This design comes from an exercise in tuning for small area and a short achievable clock period on the open sky130 flow, not from production work.
Function was checked by simulation only, so behaviour that the tests miss may differ from the original.

===== flow/config.mk =====
export PLATFORM = sky130hd
export DESIGN_NAME = lab4_2
export DESIGN_NICKNAME = lab4_2
export VERILOG_FILES = /design/flow/design.v
export SDC_FILE = /design/flow/constraint.sdc
export NUM_CORES = 4
export LEC_CHECK = 0
export CAP_MARGIN = 20
export CORE_MARGIN = 2
export CORE_UTILIZATION = 60
export CTS_BUF_LIST = sky130_fd_sc_hd__clkbuf_16
export CTS_CLUSTER_DIAMETER = 100
export CTS_CLUSTER_SIZE = 22
export SETUP_SLACK_MARGIN = 4.4
export SLEW_MARGIN = 20
export SYNTH_HIERARCHICAL = 1
export SYNTH_MINIMUM_KEEP_SIZE = 0

===== flow/constraint.sdc =====
create_clock -name core_clock -period 8.0 [get_ports {clk}]
set_input_delay 1.6000 -clock core_clock [delete_from_list [all_inputs] [get_ports {clk}]]
set_output_delay 1.6000 -clock core_clock [all_outputs]
set_load 0.01 [all_outputs]

===== flow/design.v =====
`timescale 1ns / 1ps
module lab4_2( 
              input wire      mode,
              input wire[2:0] opCode,
              input wire[3:0] value,
              input clk,
              input reset,
              output reg[9:0] result,
              output reg cacheFull,
              output reg invalidOp,
              output reg overflow);
	reg [9:0] p1;
	reg [4:1] p1_one;
	reg [4:0] p1_two;
	wire [11:0] re = {1'b0, result, 1'b0};
	wire [4:1] r_one;
	wire [4:0] r_two;
	genvar d;
	generate
		for (d = 0; d < 5; d = d + 1) begin : enc
			if (d > 0) assign r_one[d] = re[2*d+1] ^ re[2*d];
			assign r_two[d] = (re[2*d+2] & ~re[2*d+1] & ~re[2*d]) | (~re[2*d+2] & re[2*d+1] & re[2*d]);
		end
	endgenerate
	reg [5:0] j;
	reg       w;
	reg [5:0] size;
	reg [3:0] offset;
	reg [2:0] ops  [0:31];
	reg [3:0] vals [0:31];
	reg [2:0] op;
	reg [3:0] v;
	reg       is_setr;	 
	wire in_ok   = ~(opCode[1] & opCode[0]);
	wire load_ok = ~mode & in_ok & ~size[5];
	wire [31:0] wen;
	l42_wen wdec (.ld(load_ok), .sz(size[4:0]), .en(wen));
	genvar e;
	generate
		for (e = 0; e < 32; e = e + 1) begin : wr
			always @(posedge clk) begin
				if (wen[e]) begin
					ops[e]  <= opCode;
					vals[e] <= value;
				end
			end
		end
	endgenerate
	wire is_add2 = ~op[2] & op[0];
	wire is_fma  = ~op[2] & op[1];
	wire [11:0] sadd = {2'b00, result} + (is_add2 ? {2'b00, p1} : 12'd0) + {8'd0, v};
	wire [10:0] fp, fc;
	l42_mac mac (.a(result), .b(p1), .e_one(p1_one), .e_two(p1_two), .v(v), .p(fp), .c(fc));
	reg big;
	integer m;
	always @(*) begin
		big = 1'b0;
		for (m = 1; m < 10; m = m + 1)
			big = big | ((|(result >> m)) & (|(p1 >> (10 - m))));
	end
	wire [2:0] pc_lo, pc_hi;
	l42_pc5 pcl (.x(result[4:0]), .n(pc_lo));
	l42_pc5 pch (.x(result[9:5]), .n(pc_hi));
	wire [3:0] popc = pc_lo + pc_hi;
	wire [9:0] brev = {result[0], result[1], result[2], result[3], result[4],
	                   result[5], result[6], result[7], result[8], result[9]};
	wire       fsel = mode & is_fma;
	wire [9:0] oth_res = (mode & ~is_setr) ? (op[2] ? (op[0] ? brev : {6'd0, popc}) : sadd[9:0]) : result;
	wire       oth_ovf = mode & (is_setr ? overflow : (~op[2] & (sadd[11] | sadd[10])));
	wire [9:0] res_d;
	wire       ovf_d;
	l42_fin fin (.sel(fsel), .p(fp), .c(fc), .big(big), .o_res(oth_res), .o_ovf(oth_ovf), .res(res_d), .ovf(ovf_d));
	wire [3:0] off_new = is_setr ? v : offset;
	wire [5:0] i_new = w ? {2'b00, off_new} : j;
	wire       off_lt = size[5] | ({1'b0, off_new} < size[4:0]);
	wire       j_lt   = size[5] | (j[4:0] < size[4:0]);
	wire       f_valid = w ? off_lt : j_lt;
	wire [223:0] flat;
	generate
		for (e = 0; e < 32; e = e + 1) begin : rd
			assign flat[7*e +: 7] = {ops[e], vals[e]};
		end
	endgenerate
	wire [6:0] rdq;
	l42_rd rdm (.m(flat), .idx(i_new[4:0]), .q(rdq));
	wire [2:0] f_op = f_valid ? rdq[6:4] : 3'b000;
	wire [3:0] f_v  = f_valid ? rdq[3:0] : 4'b0000;
	wire [5:0] j_new = i_new + 6'd1;
	wire [5:0] s_dec = size - 6'd1;
	wire       w_new = w ? ({2'b00, off_new} == s_dec) : (j == s_dec);
	wire [5:0] s_inc = size + 6'd1;
	always @(posedge clk or posedge reset) begin
		if (reset) begin
			result <= 10'd0; overflow <= 1'b0;
		end else begin
			result <= res_d;
			overflow <= ovf_d;
		end
	end
	always @(posedge clk or posedge reset) begin
		if (reset) begin
			p1 <= 10'd0; p1_one <= 4'd0; p1_two <= 5'd0; j <= 6'd1; w <= 1'b0; size <= 6'd0; offset <= 4'd0;
			cacheFull <= 1'b0; invalidOp <= 1'b0;
			op <= 3'b000; v <= 4'b0000; is_setr <= 1'b0;
		end else if (~mode) begin
			invalidOp <= ~in_ok;
			if (in_ok) begin
				if (size[5]) cacheFull <= 1'b1;
				else begin
					size <= s_inc;
					w <= (j == s_inc);
				end
			end
			if (load_ok && j[4:0] == s_inc[4:0]) begin
				op <= opCode;
				v <= value;
				is_setr <= opCode[2] & opCode[1];
			end
		end else begin
			invalidOp <= 1'b0;
			offset <= off_new;
			j <= j_new;
			w <= w_new;
			op <= f_op;
			v <= f_v;
			is_setr <= f_op[2] & f_op[1];
			if (!is_setr) begin
				p1 <= result;
				p1_one <= r_one;
				p1_two <= r_two;
			end
		end
	end
endmodule
module l42_wen(input wire ld, input wire [4:0] sz, output wire [31:0] en);
	wire [3:0] grp = 4'd1 << sz[4:3];
	wire [7:0] low = 8'd1 << sz[2:0];
	wire [3:0] lg;
	l42_and4 ga (.a(grp), .b(ld), .y(lg));
	l42_and32 gb (.a({{8{lg[3]}}, {8{lg[2]}}, {8{lg[1]}}, {8{lg[0]}}}), .b({4{low}}), .y(en));
endmodule
module l42_and4(input wire [3:0] a, input wire b, output wire [3:0] y);
	assign y = a & {4{b}};
endmodule
module l42_and32(input wire [31:0] a, input wire [31:0] b, output wire [31:0] y);
	assign y = a & b;
endmodule
module l42_rd(input wire [223:0] m, input wire [4:0] idx, output wire [6:0] q);
	genvar b, g;
	generate
		for (b = 0; b < 7; b = b + 1) begin : rb
			wire [7:0] l1;
			wire [1:0] l2;
			for (g = 0; g < 8; g = g + 1) begin : grp
				l42_m4 m1 (.d({m[7*(4*g+3)+b], m[7*(4*g+2)+b], m[7*(4*g+1)+b], m[7*(4*g)+b]}),
				           .s(idx[1:0]), .y(l1[g]));
			end
			l42_m4 m2a (.d(l1[3:0]), .s(idx[3:2]), .y(l2[0]));
			l42_m4 m2b (.d(l1[7:4]), .s(idx[3:2]), .y(l2[1]));
			assign q[b] = idx[4] ? l2[1] : l2[0];
		end
	endgenerate
endmodule
module l42_m4(input wire [3:0] d, input wire [1:0] s, output wire y);
	assign y = d[s];
endmodule
module l42_fin(input wire sel, input wire [10:0] p, input wire [10:0] c, input wire big,
               input wire [9:0] o_res, input wire o_ovf,
               output wire [9:0] res, output wire ovf);
	wire [10:0] a0, a1;
	assign a0[9:0] = sel ? p[9:0] : o_res;
	assign a1[9:0] = sel ? ~p[9:0] : o_res;
	assign a0[10] = sel ? (big | p[10]) : o_ovf;
	assign a1[10] = sel ? (big | ~p[10]) : o_ovf;
	wire [10:0] y;
	l42_cmux cm (.c(c), .a0(a0), .a1(a1), .y(y));
	assign res = y[9:0];
	assign ovf = y[10];
endmodule
module l42_cmux(input wire [10:0] c, input wire [10:0] a0, input wire [10:0] a1, output wire [10:0] y);
	assign y = (c & a1) | (~c & a0);
endmodule
module l42_pc5(input wire [4:0] x, output reg [2:0] n);
	always @(*) begin
		case (x)
			5'd0: n = 3'd0;
			5'd1, 5'd2, 5'd4, 5'd8, 5'd16: n = 3'd1;
			5'd3, 5'd5, 5'd6, 5'd9, 5'd10, 5'd12, 5'd17, 5'd18, 5'd20, 5'd24: n = 3'd2;
			5'd7, 5'd11, 5'd13, 5'd14, 5'd19, 5'd21, 5'd22, 5'd25, 5'd26, 5'd28: n = 3'd3;
			5'd31: n = 3'd5;
			default: n = 3'd4;
		endcase
	end
endmodule
module l42_mac(input wire [9:0] a, input wire [9:0] b, input wire [4:1] e_one,
               input wire [4:0] e_two, input wire [3:0] v, output wire [10:0] p, output wire [10:0] c);
	wire [10:0] aa = {1'b0, a};
	wire pp0_0;
	l42_pp upp0_0 (.one(b[0]), .two(e_two[0]), .neg(b[1]), .x1(aa[0]), .x0(1'b0), .y(pp0_0));
	wire pp0_1;
	l42_pp upp0_1 (.one(b[0]), .two(e_two[0]), .neg(b[1]), .x1(aa[1]), .x0(aa[0]), .y(pp0_1));
	wire pp0_2;
	l42_pp upp0_2 (.one(b[0]), .two(e_two[0]), .neg(b[1]), .x1(aa[2]), .x0(aa[1]), .y(pp0_2));
	wire pp0_3;
	l42_pp upp0_3 (.one(b[0]), .two(e_two[0]), .neg(b[1]), .x1(aa[3]), .x0(aa[2]), .y(pp0_3));
	wire pp0_4;
	l42_pp upp0_4 (.one(b[0]), .two(e_two[0]), .neg(b[1]), .x1(aa[4]), .x0(aa[3]), .y(pp0_4));
	wire pp0_5;
	l42_pp upp0_5 (.one(b[0]), .two(e_two[0]), .neg(b[1]), .x1(aa[5]), .x0(aa[4]), .y(pp0_5));
	wire pp0_6;
	l42_pp upp0_6 (.one(b[0]), .two(e_two[0]), .neg(b[1]), .x1(aa[6]), .x0(aa[5]), .y(pp0_6));
	wire pp0_7;
	l42_pp upp0_7 (.one(b[0]), .two(e_two[0]), .neg(b[1]), .x1(aa[7]), .x0(aa[6]), .y(pp0_7));
	wire pp0_8;
	l42_pp upp0_8 (.one(b[0]), .two(e_two[0]), .neg(b[1]), .x1(aa[8]), .x0(aa[7]), .y(pp0_8));
	wire pp0_9;
	l42_pp upp0_9 (.one(b[0]), .two(e_two[0]), .neg(b[1]), .x1(aa[9]), .x0(aa[8]), .y(pp0_9));
	wire pp0_10;
	l42_pp upp0_10 (.one(b[0]), .two(e_two[0]), .neg(b[1]), .x1(aa[10]), .x0(aa[9]), .y(pp0_10));
	wire pp1_2;
	l42_pp upp1_2 (.one(e_one[1]), .two(e_two[1]), .neg(b[3]), .x1(aa[0]), .x0(1'b0), .y(pp1_2));
	wire pp1_3;
	l42_pp upp1_3 (.one(e_one[1]), .two(e_two[1]), .neg(b[3]), .x1(aa[1]), .x0(aa[0]), .y(pp1_3));
	wire pp1_4;
	l42_pp upp1_4 (.one(e_one[1]), .two(e_two[1]), .neg(b[3]), .x1(aa[2]), .x0(aa[1]), .y(pp1_4));
	wire pp1_5;
	l42_pp upp1_5 (.one(e_one[1]), .two(e_two[1]), .neg(b[3]), .x1(aa[3]), .x0(aa[2]), .y(pp1_5));
	wire pp1_6;
	l42_pp upp1_6 (.one(e_one[1]), .two(e_two[1]), .neg(b[3]), .x1(aa[4]), .x0(aa[3]), .y(pp1_6));
	wire pp1_7;
	l42_pp upp1_7 (.one(e_one[1]), .two(e_two[1]), .neg(b[3]), .x1(aa[5]), .x0(aa[4]), .y(pp1_7));
	wire pp1_8;
	l42_pp upp1_8 (.one(e_one[1]), .two(e_two[1]), .neg(b[3]), .x1(aa[6]), .x0(aa[5]), .y(pp1_8));
	wire pp1_9;
	l42_pp upp1_9 (.one(e_one[1]), .two(e_two[1]), .neg(b[3]), .x1(aa[7]), .x0(aa[6]), .y(pp1_9));
	wire pp1_10;
	l42_pp upp1_10 (.one(e_one[1]), .two(e_two[1]), .neg(b[3]), .x1(aa[8]), .x0(aa[7]), .y(pp1_10));
	wire pp2_4;
	l42_pp upp2_4 (.one(e_one[2]), .two(e_two[2]), .neg(b[5]), .x1(aa[0]), .x0(1'b0), .y(pp2_4));
	wire pp2_5;
	l42_pp upp2_5 (.one(e_one[2]), .two(e_two[2]), .neg(b[5]), .x1(aa[1]), .x0(aa[0]), .y(pp2_5));
	wire pp2_6;
	l42_pp upp2_6 (.one(e_one[2]), .two(e_two[2]), .neg(b[5]), .x1(aa[2]), .x0(aa[1]), .y(pp2_6));
	wire pp2_7;
	l42_pp upp2_7 (.one(e_one[2]), .two(e_two[2]), .neg(b[5]), .x1(aa[3]), .x0(aa[2]), .y(pp2_7));
	wire pp2_8;
	l42_pp upp2_8 (.one(e_one[2]), .two(e_two[2]), .neg(b[5]), .x1(aa[4]), .x0(aa[3]), .y(pp2_8));
	wire pp2_9;
	l42_pp upp2_9 (.one(e_one[2]), .two(e_two[2]), .neg(b[5]), .x1(aa[5]), .x0(aa[4]), .y(pp2_9));
	wire pp2_10;
	l42_pp upp2_10 (.one(e_one[2]), .two(e_two[2]), .neg(b[5]), .x1(aa[6]), .x0(aa[5]), .y(pp2_10));
	wire pp3_6;
	l42_pp upp3_6 (.one(e_one[3]), .two(e_two[3]), .neg(b[7]), .x1(aa[0]), .x0(1'b0), .y(pp3_6));
	wire pp3_7;
	l42_pp upp3_7 (.one(e_one[3]), .two(e_two[3]), .neg(b[7]), .x1(aa[1]), .x0(aa[0]), .y(pp3_7));
	wire pp3_8;
	l42_pp upp3_8 (.one(e_one[3]), .two(e_two[3]), .neg(b[7]), .x1(aa[2]), .x0(aa[1]), .y(pp3_8));
	wire pp3_9;
	l42_pp upp3_9 (.one(e_one[3]), .two(e_two[3]), .neg(b[7]), .x1(aa[3]), .x0(aa[2]), .y(pp3_9));
	wire pp3_10;
	l42_pp upp3_10 (.one(e_one[3]), .two(e_two[3]), .neg(b[7]), .x1(aa[4]), .x0(aa[3]), .y(pp3_10));
	wire pp4_8;
	l42_pp upp4_8 (.one(e_one[4]), .two(e_two[4]), .neg(b[9]), .x1(aa[0]), .x0(1'b0), .y(pp4_8));
	wire pp4_9;
	l42_pp upp4_9 (.one(e_one[4]), .two(e_two[4]), .neg(b[9]), .x1(aa[1]), .x0(aa[0]), .y(pp4_9));
	wire pp4_10;
	l42_pp upp4_10 (.one(e_one[4]), .two(e_two[4]), .neg(b[9]), .x1(aa[2]), .x0(aa[1]), .y(pp4_10));
	wire pp5_10 = b[9] & aa[0];
	wire s0 = pp0_6 ^ pp1_6;
	wire c0 = pp0_6 & pp1_6;
	wire s1 = pp0_7 ^ pp1_7;
	wire c1 = pp0_7 & pp1_7;
	wire s2 = pp0_8 ^ pp1_8 ^ pp2_8;
	wire c2 = (pp0_8 & pp1_8) | (pp0_8 & pp2_8) | (pp1_8 & pp2_8);
	wire s3 = pp3_8 ^ pp4_8;
	wire c3 = pp3_8 & pp4_8;
	wire s4 = pp0_9 ^ pp1_9 ^ pp2_9;
	wire c4 = (pp0_9 & pp1_9) | (pp0_9 & pp2_9) | (pp1_9 & pp2_9);
	wire s5 = pp3_9 ^ pp4_9;
	wire c5 = pp3_9 & pp4_9;
	wire s6 = pp0_10 ^ pp1_10 ^ pp2_10;
	wire c6 = (pp0_10 & pp1_10) | (pp0_10 & pp2_10) | (pp1_10 & pp2_10);
	wire s7 = pp3_10 ^ pp4_10 ^ pp5_10;
	wire c7 = (pp3_10 & pp4_10) | (pp3_10 & pp5_10) | (pp4_10 & pp5_10);
	wire s8 = pp0_2 ^ pp1_2;
	wire c8 = pp0_2 & pp1_2;
	wire s9 = pp0_3 ^ pp1_3;
	wire c9 = pp0_3 & pp1_3;
	wire s10 = pp0_4 ^ pp1_4 ^ pp2_4;
	wire c10 = (pp0_4 & pp1_4) | (pp0_4 & pp2_4) | (pp1_4 & pp2_4);
	wire s11 = pp0_5 ^ pp1_5;
	wire c11 = pp0_5 & pp1_5;
	wire s12 = s0 ^ pp2_6 ^ pp3_6;
	wire c12 = (s0 & pp2_6) | (s0 & pp3_6) | (pp2_6 & pp3_6);
	wire s13 = s1 ^ pp2_7 ^ pp3_7;
	wire c13 = (s1 & pp2_7) | (s1 & pp3_7) | (pp2_7 & pp3_7);
	wire s14 = s2 ^ s3 ^ b[9];
	wire c14 = (s2 & s3) | (s2 & b[9]) | (s3 & b[9]);
	wire s15 = s4 ^ s5 ^ c2;
	wire c15 = (s4 & s5) | (s4 & c2) | (s5 & c2);
	wire s16 = s6 ^ s7 ^ c4;
	wire c16 = (s6 & s7) | (s6 & c4) | (s7 & c4);
	wire s17 = pp0_0 ^ b[1];
	wire c17 = pp0_0 & b[1];
	wire s18 = pp0_1 ^ v[1];
	wire c18 = pp0_1 & v[1];
	wire s19 = s8 ^ b[3] ^ v[2];
	wire c19 = (s8 & b[3]) | (s8 & v[2]) | (b[3] & v[2]);
	wire s20 = s9 ^ v[3] ^ c8;
	wire c20 = (s9 & v[3]) | (s9 & c8) | (v[3] & c8);
	wire s21 = s10 ^ b[5] ^ c9;
	wire c21 = (s10 & b[5]) | (s10 & c9) | (b[5] & c9);
	wire s22 = s11 ^ pp2_5 ^ c10;
	wire c22 = (s11 & pp2_5) | (s11 & c10) | (pp2_5 & c10);
	wire s23 = s12 ^ b[7] ^ c11;
	wire c23 = (s12 & b[7]) | (s12 & c11) | (b[7] & c11);
	wire s24 = s13 ^ c0 ^ c12;
	wire c24 = (s13 & c0) | (s13 & c12) | (c0 & c12);
	wire s25 = s14 ^ c1 ^ c13;
	wire c25 = (s14 & c1) | (s14 & c13) | (c1 & c13);
	wire s26 = s15 ^ c3 ^ c14;
	wire c26 = (s15 & c3) | (s15 & c14) | (c3 & c14);
	wire s27 = s16 ^ c5 ^ c15;
	wire c27 = (s16 & c5) | (s16 & c15) | (c5 & c15);
	wire [10:0] x = {s27, s26, s25, s24, s23, s22, s21, s20, s19, s18, s17};
	wire [10:0] y = {c26, c25, c24, c23, c22, c21, c20, c19, c18, c17, v[0]};
	l42_add11 add (.x(x), .y(y), .p(p), .c(c));
endmodule
module l42_add11(input wire [10:0] x, input wire [10:0] y, output wire [10:0] p, output wire [10:0] c);
	wire [10:0] g0 = x & y;
	wire [10:0] p0 = x ^ y;
	wire g1_1 = g0[1] | (p0[1] & g0[0]);
	wire p1_1 = p0[1] & p0[0];
	wire g1_3 = g0[3] | (p0[3] & g0[2]);
	wire p1_3 = p0[3] & p0[2];
	wire g1_5 = g0[5] | (p0[5] & g0[4]);
	wire p1_5 = p0[5] & p0[4];
	wire g1_7 = g0[7] | (p0[7] & g0[6]);
	wire p1_7 = p0[7] & p0[6];
	wire g1_9 = g0[9] | (p0[9] & g0[8]);
	wire p1_9 = p0[9] & p0[8];
	wire g2_2 = g0[2] | (p0[2] & g1_1);
	wire p2_2 = p0[2] & p1_1;
	wire g2_3 = g1_3 | (p1_3 & g1_1);
	wire p2_3 = p1_3 & p1_1;
	wire g2_6 = g0[6] | (p0[6] & g1_5);
	wire p2_6 = p0[6] & p1_5;
	wire g2_7 = g1_7 | (p1_7 & g1_5);
	wire p2_7 = p1_7 & p1_5;
	wire g2_10 = g0[10] | (p0[10] & g1_9);
	wire p2_10 = p0[10] & p1_9;
	wire g3_4 = g0[4] | (p0[4] & g2_3);
	wire p3_4 = p0[4] & p2_3;
	wire g3_5 = g1_5 | (p1_5 & g2_3);
	wire p3_5 = p1_5 & p2_3;
	wire g3_6 = g2_6 | (p2_6 & g2_3);
	wire p3_6 = p2_6 & p2_3;
	wire g3_7 = g2_7 | (p2_7 & g2_3);
	wire p3_7 = p2_7 & p2_3;
	wire g4_8 = g0[8] | (p0[8] & g3_7);
	wire p4_8 = p0[8] & p3_7;
	wire g4_9 = g1_9 | (p1_9 & g3_7);
	wire p4_9 = p1_9 & p3_7;
	wire g4_10 = g2_10 | (p2_10 & g3_7);
	wire p4_10 = p2_10 & p3_7;
	assign p = p0;
	assign c[0] = 1'b0;
	assign c[1] = g0[0];
	assign c[2] = g1_1;
	assign c[3] = g2_2;
	assign c[4] = g2_3;
	assign c[5] = g3_4;
	assign c[6] = g3_5;
	assign c[7] = g3_6;
	assign c[8] = g3_7;
	assign c[9] = g4_8;
	assign c[10] = g4_9;
endmodule
module l42_pp(input wire one, input wire two, input wire neg, input wire x1, input wire x0, output wire y);
	assign y = ((one & x1) | (two & x0)) ^ neg;
endmodule

===== flow/run.sh =====
#!/bin/bash
# synth_recipe.tcl (not shown) runs the flow's synth.tcl, then flattens the netlist and writes it again
# the make line also repeats each setting of config.mk as NAME=value (left out here)
make -C /OpenROAD-flow-scripts/flow DESIGN_CONFIG=/design/flow/config.mk WORK_HOME=/design/flow/orfs CLKGATE_MAP_FILE= SYNTH_SCRIPT=/design/flow/synth_recipe.tcl finish

==> results of run 1 <==
[path summary, 6_finish.rpt]
kind	cells past startpoint	slack (ps)	startpoint	end
setup / recovery	13	4420	result[6]	result[9]
hold / removal	2	520	offset[0]	offset[0]
setup reg to reg	13	4420	result[6]	result[9]
hold reg to reg	2	520	offset[0]	offset[0]
max in group asynchronous	3	5780	reset	p1_two[0]
min in group asynchronous	3	1610	reset	j[4]
[critical path, delay by kind of cell (launching register included)]
family	cells	cell delay [ps]
compound gates	4	770
mux	1	290
buf+inv	2	90
fa+ha+maj	4	1530
simple gates	1	170
flops	1	540
xor+xnor	1	90
[routing by layer]
| layer | vias to the layer above | wire [µm] | global-route usage (%) |
|---|---|---|---|
| met3 | 63 | 1890 | 3.56 |
| met4 | 0 | 1100 | 7.70 |
| met2 | 271 | 16600 | 43.7 |
| met5 | - | 0 | 0 |
| met1 | 4558 | 15500 | 39.4 |
| li1 | 4166 | - | - |
[cells by family after synthesis]
family	share of synthesized area, %
AO/OA/AOI/OAI	9.11
XOR/XNOR	4.33
multiplexers	13.9
other	0.0491
buffers and inverters	3.40
adder cells (fa/ha/maj)	7.74
AND/OR/NAND/NOR	8.12
flip-flops	53.3
[cells in the mapped netlist (10+ instances only)]
library cell and n:
a21o_1 10, a21oi_1 34, a22oi_2 35, a31oi_1 11
and2_1 48, buf_4 14, clkbuf_1 10, dfrtp_1 56
edfxtp_1 224, fa_1 21, ha_1 61, inv_1 70
mux2_4 21, mux2i_1 12, mux4_2 70, nand2_1 72
nand2b_1 13, nor2_1 40, nor3_1 11, o21ai_0 36
o21ai_1 10, xnor2_1 62, xor2_1 11
[Yosys stat by module (local to each module, per instance), a selection]
module	times used	cells inside
l42_add11	1	49
l42_and32	1	32
l42_and4	1	4
l42_cmux	1	11
l42_m4	70	1
l42_pc5	2	23
l42_pp	35	2
l42_rd	1	8
l42_wen	1	12
lab4_2	1	675
[metrics by stage]
| step | hold slack [ps] | instances | utilization, % |
|---|---|---|---|
| 3_3_place_gp | 489 | 1415 | 63.2 |
| 6_report | 521 | 1480 | 67.0 |
| 5_1_grt | 564 | 1478 | 67.0 |
| 4_1_cts | 526 | 1471 | 66.5 |
| 3_5_place_dp | 504 | 1415 | 63.2 |
| 2_1_floorplan | 464 | 1087 | - |
[state kept, by name (all words and copies together), names as in the netlist]
signal / count
p1_one: 4
w: 1
size: 6
j: 6
p1_two: 5
v: 4
offset: 4
cacheFull: 1
overflow: 1
result: 10
invalidOp: 1
is_setr: 1
p1: 10
op: 3
ops: 96
vals: 128
[timing repair]
action,CTS,global route
setup endpoints to repair,150,150
buffers inserted,32,7
gates cloned,0,0
gates resized for setup,30,23
pin swaps,17,10
[area by class of cell]
type                            instances  area share (%)
Clock inverter                          7           0.461
Timing Repair Buffer                   76            3.76
Antenna cell                            2          0.0297
Clock buffer                           17            2.53
Multi-Input combinational cell        696            40.4
Tap cell                              330            2.45
Inverter                               71            1.58
Sequential cell                       281            48.8
==> impl_results.md, run 1 <==
* Synth Flop Type: edfxtp_1
* CP max FO at 6
* Max incr delay on CP at 540 ps
* Die Area at 26800 µm²
* Cell-by-cell trace of the critical path: a22oi_2 > xnor2_1 > ha_1 > inv_2 > fa_1 > inv_2 > fa_1 > ha_4 > and2_4 > a221oi_4 > o21ai_2 > a21o_1 > mux2_4
* Reg clk slew, reported paths at 90 ps
* Initial Util at 60.9%
* Die H at 164 µm
* Post-synthesis cell type with the largest combined area: edfxtp_1
* Worst slew pin tran at 1150 ps
* Required @ worst endpoint at 8400 ps
* Yosys top cell area share at 44.0%
* All-Layer GR Usage at 27.2%
* Worst Hold Class: reg2reg
* Port buffer count at 22
* Synth top area cells: edfxtp_1, mux4_2, dfrtp_1
* Fin Clk Skew at 13.5 ps
* Root buf cell: clkbuf_16
* Area growth from synthesis to layout at 10.0%
* Count of final setup violators at 0
* Final period util at 44.7%
* #FFs+latches synth at 281
* First-pass GRT wire length at 54.1 mm
* Vias post-DR at 9058
* Largest net degree at the start of global routing at between 50 and 60
* Num CTS Buffers at 17
* Netlist Area Pre-Place at 15300 µm²
* Worst setup margin at roughly 4400 ps
* Yosys Warn Count at 10
* Post-synth EDFFs at 224
* Kind of critical path: reg2reg
* Layout fillers at 1786
* Antenna violations before repair at 0
* FFs w/ async S/R, synth at 20.3%
* Longest Clk Path Bufs at 3
* Nets at 1235
* Global route overflow at 0
* Vias per cell at 6.12
* Fin. Hold Viols at 0
* Final wirelength at about 35 mm
* Vias in the first global route at 8970
* 1st-iter DRT viols at 976
* Later-pin clock latency in the skew report at 510 ps
* Max cap viols at 0
* Site Rows at 58
* Worst setup EP type: register
* CTS tree: built
* Post-CTS Hold Buffers at 0
* Max Clock Freq at around 280 MHz
* Avg Cell Area, Syn at between 10 and 15 µm²
* Post-Route Setup TNS at 0 ps
* Routed length per placed instance at 23.6 µm
* Reg area at ~8200 µm²
* Outcome: complete, no violations
* Worst EP arrival at 3980 ps
* Slew margin rel. at 22.9%
* Setup WS pre-CTS at 3680 ps
* CP startpoint kind: register
* Gp weighted congestion at 0.824
* Setup repair after global routing missed its margin: yes
* Antenna viol nets, final at 0
* H-tree levels at 1
* Netlist cell types at 75
* Placed Area at between 15000 and 20000 µm²
* Residual DRC at 0
* Commonest non-fill, non-tap cell in the layout: edfxtp_1
* Clock sink count at 281
* Detailed placement HPWL at 22.6 mm
* Fin crit period at 3580 ps
* Max Slew Vio Count at 0
* Sequential fraction of the synthesis area at a little over half
* Finished Cell Area at 16800 µm²
* Core footprint at 25100 µm²
* Boundary Pins at 23
* Drt pass-1 iters at 5
* Share of layout cells above drive strength 1 at 24.6%
* Multi-input logic area at 6790 µm²
* CP max stage cell: dfrtp_4
* Synth Instances at 1082
* Leading cell types in the layout, fill and taps excluded: edfxtp_1, nand2_1, mux4_2
* Die X at 164 µm
==> run 2, diff against run 1 <==
--- a/flow/config.mk
+++ b/flow/config.mk
@@ -8,5 +8,5 @@
 export CAP_MARGIN = 20
 export CORE_MARGIN = 2
-export CORE_UTILIZATION = 60
+export CORE_UTILIZATION = 40
 export CTS_BUF_LIST = sky130_fd_sc_hd__clkbuf_16
 export CTS_CLUSTER_DIAMETER = 100
==> run 2 against run 1 <==
Still clean. Largest cell class unchanged. Worst setup slack worse by 55 ps. Global-route usage shrank 8.4 points. Highest routed layer unchanged. Final area is 1.7% higher.
==> impl_results.md, run 2 <==
* Outcome: complete, no violations (unchanged)
* Synth top area cells: edfxtp_1, mux4_2, dfrtp_1 (unchanged)
* Post-synth EDFFs at 224 (unchanged)
* Reg-to-reg endpoint: overflow (was result[9])
* Yosys Warn Count at 10 (unchanged)
* Post-CTS Hold Buffers at 0 (unchanged)
* Max Clock Freq at 275 MHz (was 280 MHz)
* Num CTS Buffers at 17 (unchanged)
* Sequential fraction of the synthesis area at 53.3% (unchanged)
* Final wirelength at 36.5 mm (was 35.0 mm)
* Die X at 200 µm (was 164 µm)
* CP max FO at 11 (was 6)
* Later-pin clock latency in the skew report at 510 ps (about the same)
* Fin crit period at 3630 ps (was 3580 ps)
* Cell-by-cell trace of the critical path: buf_4 > xnor2_1 > fa_1 > fa_1 > inv_1 > fa_1 > inv_1 > ha_4 > nor3_2 > nor3_4 > mux2_4 (was a22oi_2 > xnor2_1 > ha_1 > inv_2 > fa_1 > inv_2 > fa_1 > ha_4 > and2_4 > a221oi_4 > o21ai_2 > a21o_1 > mux2_4)
* First-pass GRT wire length at 56.4 mm (was 54.1 mm)
* CP max stage cell: dfrtp_4 (unchanged)
* Root buf cell: clkbuf_16 (unchanged)
* Top reg by flops: vals (unchanged)
* Most frequent CP cell: fa_1
* Worst Hold Class: reg2reg (unchanged)
* Detailed placement HPWL at 22.9 mm (was 22.6 mm)
* End-of-flow core utilization at 45.4% (was 67.0%)
* Largest regs: vals: 128 flops, ops: 96 flops (unchanged)
* Fin. Hold Viols at 0 (unchanged)
* CTS tree: built (unchanged)
* Avg Cell Area, Syn at 14.1 µm² (unchanged)
* Max incr delay on CP at 580 ps (was 540 ps)
* Die H at 200 µm (was 164 µm)
* Netlist Area Pre-Place at 15300 µm² (unchanged)
* Post-synthesis cell type with the largest combined area: edfxtp_1 (unchanged)
* Max cap viols at 0 (unchanged)
* Worst slew pin tran at 1120 ps (was 1150 ps)
* Worst EP arrival at 4020 ps (was 3980 ps)
* Reg clk slew, reported paths at 100 ps (was 90 ps)
* Area growth from synthesis to layout at 11.9% (was 10.0%)
* Worst setup margin at 4370 ps (was 4420 ps)
* Core footprint at 37700 µm² (was 25100 µm²)
* Global route overflow at 0 (unchanged)
* Gp weighted congestion at 0.838 (was 0.824)
* Hold Path Cell Cnt at 1 (was 2)
* Boundary Pins at 23 (unchanged)
* CP startpoint kind: register (unchanged)
* Port buffer count at 22 (unchanged)
* Longest Clk Path Bufs at 3 (unchanged)
* Residual DRC at 0 (unchanged)
* Vias per cell at 5.46 (was 6.12)
* Largest net degree at the start of global routing at 59 (unchanged)
* Routed length per placed instance at 21.8 µm (was 23.6 µm)
* 1st-iter DRT viols at 802 (was 976)
* H-tree levels at 1 (unchanged)
* Drt pass-1 iters at 5 (unchanged)
* Commonest non-fill, non-tap cell in the layout: edfxtp_1 (unchanged)
* Synth Flop Type: edfxtp_1 (unchanged)
* Most numerous cell in the Yosys netlist: edfxtp_1 (unchanged)
* Kind of critical path: reg2reg (unchanged)
* Synth Instances at 1082 (unchanged)
* All-Layer GR Usage at 18.8% (was 27.2%)
* Site Rows at 71 (was 58)
* FF-to-FF Start: p1[1] (was result[6])
* Initial Util at 40.6% (was 60.9%)
* Setup repair after global routing missed its margin: yes (unchanged)
* Final period util at 45.4% (was 44.7%)
* Post-Route Setup TNS at 0 ps (unchanged)
* Vias post-DR at 9116 (was 9058)
* Antenna viol nets, final at 0 (unchanged)
* Count of final setup violators at 0 (unchanged)
* Synth cell count leaders: edfxtp_1, nand2_1, inv_1, mux4_2, xnor2_1 (unchanged)
* WHS Endpoint: cacheFull (was offset[0])
* Setup WS pre-CTS at 3400 ps (was 3680 ps)
* Antenna violations before repair at 0 (unchanged)
* Max Slew Vio Count at 0 (unchanged)
* Clock sink count at 281 (unchanged)
* #FFs+latches synth at 281 (unchanged)
* Leading cell types in the layout, fill and taps excluded: edfxtp_1, nand2_1, mux4_2 (unchanged)
* FFs w/ async S/R, synth at 20.3% (unchanged)
* Netlist cell types at 75 (unchanged)
* Fin Clk Skew at 16.3 ps (was 13.5 ps)
* R2r setup slk at 4370 ps (was 4420 ps)
* R2R depth at 11 (was 13)
* Share of layout cells above drive strength 1 at 25.0% (was 24.6%)
* Yosys top cell area share at 44.0% (unchanged)
* Nets at 1243 (was 1235)
* Die Area at 39800 µm² (was 26800 µm²)
* Max reg flops at 128 (unchanged)
* Required @ worst endpoint at 8390 ps (was 8400 ps)
* Slew margin rel. at 24.9% (was 22.9%)
* Worst hold start: cacheFull (was offset[0])
* Worst setup EP type: register (unchanged)
* Vias in the first global route at 9174 (was 8970)
-- run 2: cell count changes in the layout (fill, tap and decap cells not counted), moves of 2 or more --
cell and delta:
a21oi_2 +2, and2_1 +3, and2_2 -3, buf_4 +5, buf_6 +2, inv_1 +2
inv_6 +2, o21ai_0 -2, o21ai_1 +2
-- run 2: logic make-up after synthesis --
| kind of cell | count (synthesis) | synth area share [%] |
|---|---|---|
| other | 2 | 0.0491 |
| AOI/OAI and AO/OA | 182 | 9.11 |
| xor gates and xnor gates | 74 | 4.33 |
| and+or+nand+nor | 238 | 8.12 |
| buffers and inverters | 110 | 3.40 |
| adders and majority gates | 82 | 7.74 |
| DFF | 281 | 53.3 |
| muxes | 113 | 13.9 |
-- run 2: how the worst max path moves through the flow --
stage	slack, ps	cells after the start	endpoint	startpoint
finish	4370	11	overflow	p1[1]
global route	4280	11	overflow	p1[1]
CTS	4370	13	overflow	result[4]
global placement	3520	6	ops[21][2]	mode
detailed placement	3400	6	ops[24][2]	mode
floorplan	4010	8	is_setr	is_setr
-- run 2: modules after synthesis (local to each module, per instance), a selection --
module / copies in the design / cells inside
l42_fin: 1 / 46
l42_wen: 1 / 12
l42_mac: 1 / 59
l42_and32: 1 / 32
l42_pp: 35 / 2
l42_pc5: 2 / 23
l42_rd: 1 / 8
-- run 2: timing repair --
item,CTS,global route
gates cloned,1,0
buffers inserted,37,10
endpoints found under the setup margin,241,229
pin swaps,17,8
resized for setup,37,19
-- run 2: critical path: cells and delay by family, from the launching register on --
family / cells / cell delay [ps]
buffers and inverters: 3 / 310
DFF: 1 / 580
and+or+nand+nor: 2 / 330
xor gates and xnor gates: 1 / 210
adders and majority gates: 4 / 1780
muxes: 1 / 300
-- run 2: routing by layer --
metal / global-route usage, % / share of wire (%) / vias up / wire length, µm
li1: - / - / 4195 / -
met1: 26.0 / 45 / 4635 / 16400
met2: 30.8 / 48 / 234 / 17400
met3: 3.16 / 5.0 / 52 / 1840
met4: 4.77 / 2.3 / 0 / 832
met5: 0 / 0 / - / 0
-- run 2: stage by stage --
step | std cells | area [µm²] | hold WS, ps
6_report | 1670 | 17100 | 513
5_1_grt | 1668 | 17100 | 548
4_1_cts | 1658 | 17000 | 523
3_5_place_dp | 1595 | 16100 | 498
3_3_place_gp | 1595 | 16100 | 487
2_1_floorplan | 1087 | 15400 | 464
-- run 2: area by class of cell --
type	instances	area [µm²]
Fill cell	3375	20600
Sequential cell	281	8210
Multi-Input combinational cell	697	6810
Timing Repair Buffer	83	692
Tap cell	511	639
Clock buffer	17	425
Inverter	71	267
Clock inverter	8	57.6
Antenna cell	2	5.00
==> run 3, diff against run 2 <==
--- a/flow/config.mk
+++ b/flow/config.mk
@@ -12,5 +12,5 @@
 export CTS_CLUSTER_DIAMETER = 100
 export CTS_CLUSTER_SIZE = 22
-export SETUP_SLACK_MARGIN = 4.4
+export SETUP_SLACK_MARGIN = 4.5
 export SLEW_MARGIN = 20
 export SYNTH_HIERARCHICAL = 1
==> run 3 against run 2 <==
Wire length decreased by 1.1%. Non-clock buffer count decreased by 1. Register-to-register slack improved by 20 ps. Hold slack got worse by 12 ps. Worst setup slack improved by 20 ps. Highest routed layer unchanged.
==> impl_results.md, run 3 <==
* Clock sink count at 281 (unchanged)
* Cell-by-cell trace of the critical path: a22oi_2 > xnor2_1 > ha_1 > inv_1 > fa_1 > fa_1 > inv_2 > ha_4 > and2_4 > nand3_2 > o211a_1 > nor3_2 > mux2_4 (was buf_4 > xnor2_1 > fa_1 > fa_1 > inv_1 > fa_1 > inv_1 > ha_4 > nor3_2 > nor3_4 > mux2_4)
* WHS Endpoint: cacheFull (unchanged)
* Boundary Pins at 23 (unchanged)
* Root buf cell: clkbuf_16 (unchanged)
* CP startpoint kind: register (unchanged)
* Post-synthesis cell type with the largest combined area: edfxtp_1 (unchanged)
* Top reg by flops: vals (unchanged)
* R2r setup slk at 4390 ps (was 4370 ps)
* Fin Clk Skew at 27.1 ps (was 16.3 ps)
* Residual DRC at 0 (unchanged)
* Worst slew pin tran at 1090 ps (was 1120 ps)
* Post-synth EDFFs at 224 (unchanged)
* Max incr delay on CP at 550 ps (was 580 ps)
* Initial Util at 40.6% (unchanged)
* Core footprint at 37700 µm² (unchanged)
* FFs w/ async S/R, synth at 20.3% (unchanged)
* Sequential fraction of the synthesis area at 53.3% (unchanged)
* Slew margin rel. at 27.2% (was 24.9%)
* Routed length per placed instance at 21.6 µm (was 21.8 µm)
* Largest regs: vals: 128 flops, ops: 96 flops (unchanged)
* Vias in the first global route at 9131 (was 9174)
* Avg Cell Area, Syn at 14.1 µm² (unchanged)
* Post-CTS Hold Buffers at 0 (unchanged)
* Worst hold start: cacheFull (unchanged)
* Drt pass-1 iters at 5 (unchanged)
* Leading cell types in the layout, fill and taps excluded: edfxtp_1, inv_1, nand2_1 (was edfxtp_1, nand2_1, mux4_2)
* Area growth from synthesis to layout at 12.0% (was 11.9%)
* Num CTS Buffers at 17 (unchanged)
* Netlist Area Pre-Place at 15300 µm² (unchanged)
* Yosys Warn Count at 10 (unchanged)
* Finished Cell Area at 17100 µm² (about the same)
* Die H at 200 µm (unchanged)
* Max cap viols at 0 (unchanged)
* H-tree levels at 1 (unchanged)
* Yosys top cell area share at 44.0% (unchanged)
* 1st-iter DRT viols at 881 (was 802)
* Crit path launch: p1_two[0] (was p1[1])
* Hold Path Cell Cnt at 1 (unchanged)
* Placed Area at 16100 µm² (about the same)
* Site Rows at 71 (unchanged)
* Final period util at 45.1% (was 45.4%)
* Nets at 1241 (was 1243)
* Max Slew Vio Count at 0 (unchanged)
* Outcome: complete, no violations (unchanged)
* Antenna viol nets, final at 0 (unchanged)
* Vias per cell at 5.47 (was 5.46)
* Fin. Hold Viols at 0 (unchanged)
* Reg clk slew, reported paths at 100 ps (about the same)
* Kind of critical path: reg2reg (unchanged)
* Setup repair after global routing missed its margin: yes (unchanged)
* Largest net degree at the start of global routing at 59 (unchanged)
* Max reg flops at 128 (unchanged)
* Most frequent CP cell: fa_1 (unchanged)
* Final wirelength at 36.1 mm (was 36.5 mm)
* Gp weighted congestion at 0.804 (was 0.838)
* #FFs+latches synth at 281 (unchanged)
* Die X at 200 µm (unchanged)
* Synth cell count leaders: edfxtp_1, nand2_1, inv_1, mux4_2, xnor2_1 (unchanged)
* Dominant delay contributor by cell family on the critical path: adder cells (unchanged)
* Global route overflow at 0 (unchanged)
* Share of layout cells above drive strength 1 at 27.0% (was 25.0%)
* Required @ worst endpoint at 8390 ps (about the same)
* Netlist cell types at 75 (unchanged)
* Die Area at 39800 µm² (unchanged)
* First-pass GRT wire length at 56.5 mm (was 56.4 mm)
* Synth Instances at 1082 (unchanged)
* Most numerous cell in the Yosys netlist: edfxtp_1 (unchanged)
* Worst Hold Class: reg2reg (unchanged)
* Count of final setup violators at 0 (unchanged)
* Later-pin clock latency in the skew report at 530 ps (was 510 ps)
* Reg-to-reg endpoint: overflow (unchanged)
* CTS tree: built (unchanged)
* Commonest non-fill, non-tap cell in the layout: edfxtp_1 (unchanged)
* Longest Clk Path Bufs at 3 (unchanged)
* Ant diodes at 0 (was 2)
* Synth Flop Type: edfxtp_1 (unchanged)
* R2R depth at 13 (was 11)
* CP Buf/Inv Count at 2 (was 3)
* Worst setup EP type: register (unchanged)
* Detailed placement HPWL at 23.0 mm (was 22.9 mm)
* Max Clock Freq at 277 MHz (was 275 MHz)
* Post-Route Setup TNS at 0 ps (unchanged)
* FF-to-FF Start: p1_two[0] (was p1[1])
* Fin crit period at 3610 ps (was 3630 ps)
* Vias post-DR at 9123 (was 9116)
* All-Layer GR Usage at 18.8% (about the same)
* Synth top area cells: edfxtp_1, mux4_2, dfrtp_1 (unchanged)
* Antenna violations before repair at 0 (unchanged)
* Port buffer count at 22 (unchanged)
* CP max stage cell: dfrtp_4 (unchanged)
* CP max FO at 7 (was 11)
* Worst EP arrival at 4000 ps (was 4020 ps)
==> run 3: cell counts after synthesis <==
Identical to the previous run, type by type.
==> run 3: cell families (layout without fill, tap and decap cells) <==
family	count (synthesis)	in the layout	share of synthesized area, %
AND/OR/NAND/NOR	238	238	8.12
adder cells (fa/ha/maj)	82	82	7.74
XOR/XNOR	74	74	4.33
AO/OA/AOI/OAI	182	182	9.11
other	2	7	0.0491
flip-flops	281	281	53.3
multiplexers	113	113	13.9
buffers and inverters	110	179	3.40
==> run 3: layout make-up <==
cell class / count / area (µm²)
clock buffer: 17 / 425
clock inverter: 9 / 57.6
fill: 3364 / 20500
inverter: 71 / 267
multi-input combinational: 696 / 6820
sequential: 281 / 8220
tap: 511 / 639
timing repair buffer: 82 / 697
==> run 3: layer usage <==
metal / up-vias / global-route usage, % / routed length (µm)
li1: 4181 / - / -
met1: 4660 / 26.8 / 16600
met2: 246 / 31.0 / 17300
met3: 36 / 2.16 / 1670
met4: 0 / 3.84 / 570
met5: - / 0 / 0
==> run 3: timing repair <==
item                                   4_1_cts  5_1_grt
resized for setup                           48       35
setup endpoints to repair                  245      239
cloned                                       0        0
pin swaps                                   14        9
endpoints found under the hold margin        0        0
buffers inserted                            32       15
==> run 3: Yosys stat by module, one instance, submodules excluded <==
module,times used,flops+latches,cells inside,area [µm²]
l42_add11,1,0,49,374
l42_and32,1,0,32,200
l42_and4,1,0,4,25.0
l42_cmux,1,0,11,165
l42_fin,1,0,46,243
l42_m4,70,0,1,22.5
l42_mac,1,0,59,593
l42_pc5,2,0,23,185
l42_pp,35,0,2,21.3
l42_rd,1,0,8,116
l42_wen,1,0,12,87.6
lab4_2,1,281,675,10800
==> run 3: how the worst max path moves through the flow <==
| stage | slack [ps] | cells past startpoint | endpoint |
|---|---|---|---|
| 2_1_floorplan | 4010 | 8 | is_setr |
| 3_3_place_gp | 3520 | 6 | ops[21][2] |
| 3_5_place_dp | 3460 | 6 | vals[5][3] |
| 4_1_cts | 4390 | 13 | overflow |
| 5_1_grt | 4250 | 13 | overflow |
| 6_report | 4390 | 13 | overflow |
==> run 3: stage by stage <==
stage | hold slack, ps | util (%) | worst slack (ps) | instances
5_1_grt | 542 | 45.4 | 4250 | 1667
3_5_place_dp | 489 | 42.7 | 3460 | 1594
4_1_cts | 521 | 45.0 | 4390 | 1652
3_3_place_gp | 489 | 42.7 | 3520 | 1594
6_report | 501 | 45.4 | 4390 | 1667
2_1_floorplan | 464 | - | 4010 | 1087
==> run 4, diff against run 3 <==
--- a/flow/config.mk
+++ b/flow/config.mk
@@ -8,5 +8,5 @@
 export CAP_MARGIN = 20
 export CORE_MARGIN = 2
-export CORE_UTILIZATION = 40
+export CORE_UTILIZATION = 60
 export CTS_BUF_LIST = sky130_fd_sc_hd__clkbuf_16
 export CTS_CLUSTER_DIAMETER = 100
==> run 4 against run 3 <==
Still clean. Final area decreased by 1.2%. Utilization grew 22 points. Hold slack improved by 22 ps. Synthesized area is the same. Via count grew 2.3%. Critical path type unchanged. Critical endpoint unchanged.
==> impl_results.md, run 4 <==
* Kind of critical path: reg2reg (unchanged)
* Setup repair after global routing missed its margin: yes (unchanged)
* Multi-input logic area at 6880 µm² (was 6820 µm²)
* Routed length per placed instance at 24.8 µm (was 21.6 µm)
* Clock sink count at 281 (unchanged)
* Initial Util at 60.9% (was 40.6%)
* Synth Instances at 1082 (unchanged)
* Drt pass-1 iters at 5 (unchanged)
* #FFs+latches synth at 281 (unchanged)
* Worst slew pin tran at 1010 ps (was 1090 ps)
* Outcome: complete, no violations (unchanged)
* Leading cell types in the layout, fill and taps excluded: edfxtp_1, inv_1, nand2_1 (unchanged)
* Synth Flop Type: edfxtp_1 (unchanged)
* Slew margin rel. at 32.3% (was 27.2%)
* CTS tree: built (unchanged)
* Synth cell count leaders: edfxtp_1, nand2_1, inv_1, mux4_2, xnor2_1 (unchanged)
* Boundary Pins at 23 (unchanged)
* Longest Clk Path Bufs at 3 (unchanged)
* Post-synth EDFFs at 224 (unchanged)
* Netlist cell types at 75 (unchanged)
* Max reg flops at 128 (unchanged)
* Layout fillers at 1808 (was 3364)
* Port buffer count at 22 (unchanged)
* CP max stage cell: dfrtp_4 (unchanged)
* Reg-to-reg endpoint: overflow (unchanged)
* Site Rows at 58 (was 71)
* Max cap viols at 0 (unchanged)
* Global route overflow at 0 (unchanged)
* Detailed placement HPWL at 23.1 mm (was 23.0 mm)
* Yosys top cell area share at 44.0% (unchanged)
* Die H at 164 µm (was 200 µm)
* Hold Path Cell Cnt at 2 (was 1)
* CP startpoint kind: register (unchanged)
* Root buf cell: clkbuf_16 (unchanged)
* Commonest non-fill, non-tap cell in the layout: edfxtp_1 (unchanged)
* Post-synthesis cell type with the largest combined area: edfxtp_1 (unchanged)
* Netlist Area Pre-Place at 15300 µm² (unchanged)
* Vias per cell at 6.29 (was 5.47)
* Residual DRC at 0 (unchanged)
* Max Clock Freq at 279 MHz (was 277 MHz)
* Max Slew Vio Count at 0 (unchanged)
* Fin Clk Skew at 25.4 ps (was 27.1 ps)
* Max incr delay on CP at 540 ps (was 550 ps)
* Reg clk slew, reported paths at 90 ps (was 100 ps)
* 1st-iter DRT viols at 1013 (was 881)
* R2r setup slk at 4420 ps (was 4390 ps)
* R2R depth at 12 (was 13)
* Most frequent CP cell: fa_1 (unchanged)
* Num CTS Buffers at 17 (unchanged)
* Antenna viol nets, final at 0 (unchanged)
* Later-pin clock latency in the skew report at 510 ps (was 530 ps)
* H-tree levels at 1 (unchanged)
* Cell-by-cell trace of the critical path: buf_6 > a22oi_2 > xnor2_2 > fa_1 > inv_1 > fa_1 > fa_1 > inv_2 > ha_4 > nor2_1 > nor3_4 > mux2_4 (was a22oi_2 > xnor2_1 > ha_1 > inv_1 > fa_1 > fa_1 > inv_2 > ha_4 > and2_4 > nand3_2 > o211a_1 > nor3_2 > mux2_4)
* Required @ worst endpoint at 8380 ps (was 8390 ps)
* Gp weighted congestion at 0.856 (was 0.804)
* Worst hold start: offset[0] (was cacheFull)
* Reg area at 8210 µm² (was 8220 µm²)
* Fin. Hold Viols at 0 (unchanged)
* Share of layout cells above drive strength 1 at 26.4% (was 27.0%)
* Fin crit period at 3580 ps (was 3610 ps)
* Largest regs: vals: 128 flops, ops: 96 flops (unchanged)
* Largest net degree at the start of global routing at 59 (unchanged)
* Vias post-DR at 9334 (was 9123)
* Vias in the first global route at 9012 (was 9131)
* Synth top area cells: edfxtp_1, mux4_2, dfrtp_1 (unchanged)
* Avg Cell Area, Syn at 14.1 µm² (unchanged)
* Area growth from synthesis to layout at 10.6% (was 12.0%)
* Hold Slack at 522 ps (was 501 ps)
* Final wirelength at 36.8 mm (was 36.1 mm)
* FF-to-FF Start: result[6] (was p1_two[0])
* Nets at 1236 (was 1241)
* All-Layer GR Usage at 28.1% (was 18.8%)
* Top reg by flops: vals (unchanged)
* CP max FO at 6 (was 7)
* Yosys Warn Count at 10 (unchanged)
* Die Area at 26800 µm² (was 39800 µm²)
* Most numerous cell in the Yosys netlist: edfxtp_1 (unchanged)
* Die X at 164 µm (was 200 µm)
* Post-Route Setup TNS at 0 ps (unchanged)
* End-of-flow core utilization at 67.4% (was 45.4%)
* Worst Hold Class: reg2reg (unchanged)
* First-pass GRT wire length at 55.6 mm (was 56.5 mm)
* WHS Endpoint: offset[0] (was cacheFull)
* Final period util at 44.8% (was 45.1%)
* Worst setup EP type: register (unchanged)
* Sequential fraction of the synthesis area at 53.3% (unchanged)
* Worst EP arrival at 3960 ps (was 4000 ps)
* Core footprint at 25100 µm² (was 37700 µm²)
* FFs w/ async S/R, synth at 20.3% (unchanged)
* Antenna violations before repair at 0 (unchanged)
* Ant diodes at 0 (unchanged)
* Count of final setup violators at 0 (unchanged)
==> run 4: cell counts after synthesis <==
No cell type changed its count.
==> run 4: cell type report <==
type                    instances  share of cell area (%)
flip-flops and latches        281                    48.6
inverters                      71                    1.58
multi-input cells             698                    40.7
clock buffers                  17                    2.52
repair buffers                 75                    3.78
clock inverters                13                   0.451
well taps                     330                    2.44
==> run 4: critical path: cells and delay by family, from the launching register on <==
kind / cells / cell delay, ps
compound gates: 1 / 180
xor+xnor: 1 / 120
fa+ha+maj: 4 / 1790
buf+inv: 3 / 250
flops: 1 / 540
mux: 1 / 310
simple gates: 2 / 270
==> run 4: per-stage QoR <==
| step | worst slack [ps] | cell area [µm²] | cells |
|---|---|---|---|
| 2_1_floorplan | 4010 | 15400 | 1087 |
| 3_3_place_gp | 3670 | 15900 | 1413 |
| 3_5_place_dp | 3570 | 15900 | 1413 |
| 4_1_cts | 4310 | 16700 | 1472 |
| 5_1_grt | 4290 | 16900 | 1485 |
| 6_report | 4420 | 16900 | 1485 |
==> run 4: worst max-delay path by stage <==
stage,startpoint,endpoint,slack (ps),cells after the start
4_1_cts,result[5],overflow,4310,13
5_1_grt,result[5],result[9],4290,13
2_1_floorplan,is_setr,is_setr,4010,8
6_report,result[6],overflow,4420,12
3_3_place_gp,w,is_setr,3670,8
3_5_place_dp,w,is_setr,3570,8
==> run 4: logic make-up (layout without fill, tap and decap cells) <==
kind of cell,after synthesis,count (layout),share of synthesized area (%)
AO/OA/AOI/OAI,182,183,9.11
XOR/XNOR,74,74,4.33
adder cells (fa/ha/maj),82,82,7.74
buffers and inverters,110,176,3.40
flip-flops,281,281,53.3
multiplexers,113,113,13.9
other,2,7,0.0491
AND/OR/NAND/NOR,238,239,8.12
==> run 4: repair_timing <==
item	CTS	global route
hold buffers	0	0
setup endpoints to repair	244	186
pin swaps	14	25
resized for setup	39	45
setup buffers	28	12
gates cloned	1	1
endpoints found under the hold margin	0	0
==> run 4: per-module statistics from Yosys, one instance, submodules excluded, a selection <==
module,cell area [µm²],flops+latches
l42_fin,243,0
lab4_2,10800,281
l42_m4,22.5,0
l42_pc5,185,0
l42_add11,374,0
l42_wen,87.6,0
l42_mac,593,0
l42_and4,25.0,0
l42_pp,21.3,0
l42_rd,116,0
l42_cmux,165,0
==> run 4: metal layers <==
metal / share of wire, % / global-route usage, % / routed length, µm
met1: 43 / 41.4 / 15800
met5: 0 / 0 / 0
met3: 6.4 / 3.63 / 2360
met2: 48 / 45.0 / 17600
met4: 2.9 / 7.14 / 1050
==> run 5, diff against run 4 <==
--- a/flow/config.mk
+++ b/flow/config.mk
@@ -8,5 +8,5 @@
 export CAP_MARGIN = 20
 export CORE_MARGIN = 2
-export CORE_UTILIZATION = 60
+export CORE_UTILIZATION = 70
 export CTS_BUF_LIST = sky130_fd_sc_hd__clkbuf_16
 export CTS_CLUSTER_DIAMETER = 100
==> run 5 against run 4 <==
Wire length down 6.0%. Flip-flop and latch count unchanged. Critical path depth unchanged. Via count down 1.2%. Synthesized area unchanged. Critical path type unchanged. Cell count down 3.7%. Register-to-register slack worse by 30 ps. Hold slack worse by 63 ps. Synthesized cell count unchanged.
==> impl_results.md, run 5 <==
* End-of-flow core utilization at 77.4% (was 67.4%)
* Worst hold start: cacheFull (was offset[0])
* CP max stage cell: dfrtp_4 (unchanged)
* Kind of critical path: reg2reg (unchanged)
* Max Slew Vio Count at 0 (unchanged)
* Fin. Hold Viols at 0 (unchanged)
* Nets at 1232 (was 1236)
* First-pass GRT wire length at 52.9 mm (was 55.6 mm)
* Num CTS Buffers at 16 (was 17)
* Initial Util at 70.7% (was 60.9%)
* Max reg flops at 128 (unchanged)
* Netlist cell types at 75 (unchanged)
* Avg Cell Area, Syn at 14.1 µm² (unchanged)
* Vias in the first global route at 8705 (was 9012)
* Hold Slack at 460 ps (was 522 ps)
* WHS Endpoint: cacheFull (was offset[0])
* Max Clock Freq at 277 MHz (was 279 MHz)
* Post-synthesis cell type with the largest combined area: edfxtp_1 (unchanged)
* Worst setup margin at 4390 ps (was 4420 ps)
* Netlist Area Pre-Place at 15300 µm² (unchanged)
* FFs w/ async S/R, synth at 20.3% (unchanged)
* Gp weighted congestion at 0.826 (was 0.856)
* R2R depth at 12 (unchanged)
* Root buf cell: clkbuf_16 (unchanged)
* Die Area at 23000 µm² (was 26800 µm²)
* Antenna viol nets, final at 0 (unchanged)
* CTS tree: built (unchanged)
* Max incr delay on CP at 560 ps (was 540 ps)
* Die X at 152 µm (was 164 µm)
* Dominant delay contributor by cell family on the critical path: adder cells (unchanged)
* Reg clk slew, reported paths at 100 ps (was 90 ps)
* Commonest non-fill, non-tap cell in the layout: edfxtp_1 (unchanged)
* Setup repair after global routing missed its margin: yes (unchanged)
* Boundary Pins at 23 (unchanged)
* Core footprint at 21600 µm² (was 25100 µm²)
* #FFs+latches synth at 281 (unchanged)
* Largest net degree at the start of global routing at 59 (unchanged)
* Top reg by flops: vals (unchanged)
* Most numerous cell in the Yosys netlist: edfxtp_1 (unchanged)
* H-tree levels at 1 (unchanged)
* Post-CTS Hold Buffers at 0 (unchanged)
* Reg-to-reg endpoint: overflow (unchanged)
* Worst setup EP type: register (unchanged)
* Vias per cell at 6.45 (was 6.29)
* Die H at 152 µm (was 164 µm)
* Port buffer count at 22 (unchanged)
* Global route overflow at 0 (unchanged)
* Detailed placement HPWL at 21.8 mm (was 23.1 mm)
* Yosys Warn Count at 10 (unchanged)
* Yosys top cell area share at 44.0% (unchanged)
* CP Buf/Inv Count at 2 (was 3)
* Largest regs: vals: 128 flops, ops: 96 flops (unchanged)
* FF-to-FF Start: p1[0] (was result[6])
* Final wirelength at 34.6 mm (was 36.8 mm)
* Share of layout cells above drive strength 1 at 25.7% (was 26.4%)
* Site Rows at 54 (was 58)
* Antenna violations before repair at 0 (unchanged)
* Final period util at 45.1% (was 44.8%)
* Drt pass-1 iters at 5 (unchanged)
* Sequential fraction of the synthesis area at 53.3% (unchanged)
* Fin Clk Skew at 23.6 ps (was 25.4 ps)
* CP max FO at 6 (unchanged)
* Vias post-DR at 9222 (was 9334)
* R2r setup slk at 4390 ps (was 4420 ps)
* Synth cell count leaders: edfxtp_1, nand2_1, inv_1, mux4_2, xnor2_1 (unchanged)
* Synth Flop Type: edfxtp_1 (unchanged)
* Area growth from synthesis to layout at 9.44% (was 10.6%)
* All-Layer GR Usage at 31.3% (was 28.1%)
* Setup WS pre-CTS at 3540 ps (was 3570 ps)
* Worst slew pin tran at 1070 ps (was 1010 ps)
* Fin crit period at 3610 ps (was 3580 ps)
* Post-Route Setup TNS at 0 ps (unchanged)
* Post-synth EDFFs at 224 (unchanged)
* Residual DRC at 0 (unchanged)
* Slew margin rel. at 28.6% (was 32.3%)
* Routed length per placed instance at 24.2 µm (was 24.8 µm)
* Clock sink count at 281 (unchanged)
* Synth Instances at 1082 (unchanged)
* Most frequent CP cell: fa_1 (unchanged)
* Worst Hold Class: reg2reg (unchanged)
* Cell-by-cell trace of the critical path: a22oi_2 > xnor2_1 > fa_1 > fa_1 > inv_1 > fa_1 > inv_1 > ha_2 > nor2_1 > o211a_1 > nor3_2 > mux2_4 (was buf_6 > a22oi_2 > xnor2_2 > fa_1 > inv_1 > fa_1 > fa_1 > inv_2 > ha_4 > nor2_1 > nor3_4 > mux2_4)
* CP startpoint kind: register (unchanged)
* Later-pin clock latency in the skew report at 500 ps (was 510 ps)
* Worst EP arrival at 4010 ps (was 3960 ps)
* Ant diodes at 0 (unchanged)
* Hold Path Cell Cnt at 1 (was 2)
* Leading cell types in the layout, fill and taps excluded: edfxtp_1, inv_1, nand2_1 (unchanged)
* Synth top area cells: edfxtp_1, mux4_2, dfrtp_1 (unchanged)
* Outcome: complete, no violations (unchanged)
* Max cap viols at 0 (unchanged)
* 1st-iter DRT viols at 812 (was 1013)
* Required @ worst endpoint at 8390 ps (was 8380 ps)
* Count of final setup violators at 0 (unchanged)
* Longest Clk Path Bufs at 3 (unchanged)
## run 5: cell families (layout without fill, tap and decap cells)
kind of cell | Yosys count | in the layout | synth area share (%)
xor+xnor | 74 | 74 | 4.33
other cells | 2 | 7 | 0.0491
flops | 281 | 281 | 53.3
mux | 113 | 113 | 13.9
simple gates | 238 | 238 | 8.12
fa+ha+maj | 82 | 82 | 7.74
compound gates | 182 | 182 | 9.11
buf+inv | 110 | 173 | 3.40
## run 5: per-stage QoR
stage,std cells,cell area (µm²)
3_3_place_gp,1364,15800
4_1_cts,1416,16500
3_5_place_dp,1364,15800
6_report,1430,16700
2_1_floorplan,1087,15400
5_1_grt,1430,16700
## run 5: layer usage
layer,routed length [µm],track usage [%],vias up
li1,-,-,4175
met1,14700,46.6,4616
met2,16500,50.9,377
met3,2360,3.32,54
met4,1070,7.27,0
met5,0,0,-
## run 5: layout make-up
class / instances / area, µm²
fillers: 1320 / 4890
multi-input cells: 696 / 6800
flip-flops and latches: 281 / 8220
clock inverters: 11 / 43.8
inverters: 71 / 267
well taps: 280 / 350
clock buffers: 17 / 425
repair buffers: 74 / 628
## run 5: timing repair
item | in CTS | in global routing
gates resized for setup | 36 | 43
pin swaps | 12 | 10
setup buffers | 24 | 14
endpoints found under the setup margin | 247 | 180
## run 5: modules after synthesis, one instance, submodules excluded, a selection
module     cells  cell area, µm²  copies in the design  flip-flops and latches
l42_add11     49             374                     1                       0
l42_pc5       23             185                     2                       0
l42_m4         1            22.5                    70                       0
l42_mac       59             593                     1                       0
lab4_2       675           10800                     1                     281
l42_and4       4            25.0                     1                       0
l42_and32     32             200                     1                       0
l42_wen       12            87.6                     1                       0
## run 5: worst max-delay path by stage
stage | start | to | slack (ps) | cells past startpoint
4_1_cts | result[6] | overflow | 4370 | 13
2_1_floorplan | is_setr | is_setr | 4010 | 8
6_report | p1[0] | overflow | 4390 | 12
3_5_place_dp | mode | ops[24][2] | 3540 | 5
3_3_place_gp | mode | result[9] | 3560 | 6
5_1_grt | p1[0] | overflow | 4280 | 13

==> separate check: timing with driven ports <==
Ports are ideal in the flow. The routed layouts listed here were re-timed in OpenROAD. Step 1 (the two cells are an assumption about what drives the block):
set clk [get_ports {clk}]
set_driving_cell -lib_cell sky130_fd_sc_hd__clkbuf_16 $clk
set_driving_cell -lib_cell sky130_fd_sc_hd__buf_2 [delete_from_list [all_inputs] $clk]
Step 2 moves the port delays by t, midway between the first and last clock arrival at a register: inputs arrive t later, outputs are due t later. That takes back most of the time a late clock gives input paths. a / b / c = no drivers / after step 1 / after step 2; a / b = the first two.
| run | t (ns) | setup slack, ns | worst setup path at the end |
|---|---|---|---|
| run 1 | 0.555 | 4.424 / 4.424 / 3.911 | input to register |
| run 2 | 0.550 | 4.369 / 4.369 / 4.024 | input to register |
| run 3 | 0.561 | 4.389 / 4.389 / 4.129 | input to register |
| run 4 | 0.550 | 4.417 / 4.417 / 3.966 | input to register |
| run 5 | 0.531 | 4.389 / 4.389 / 4.067 | input to register |
After both steps setup and hold are still met in every run listed. The setup slack of run 1, which loses most, moves by 0.000 ns with the drivers and by -0.513 ns with both steps.
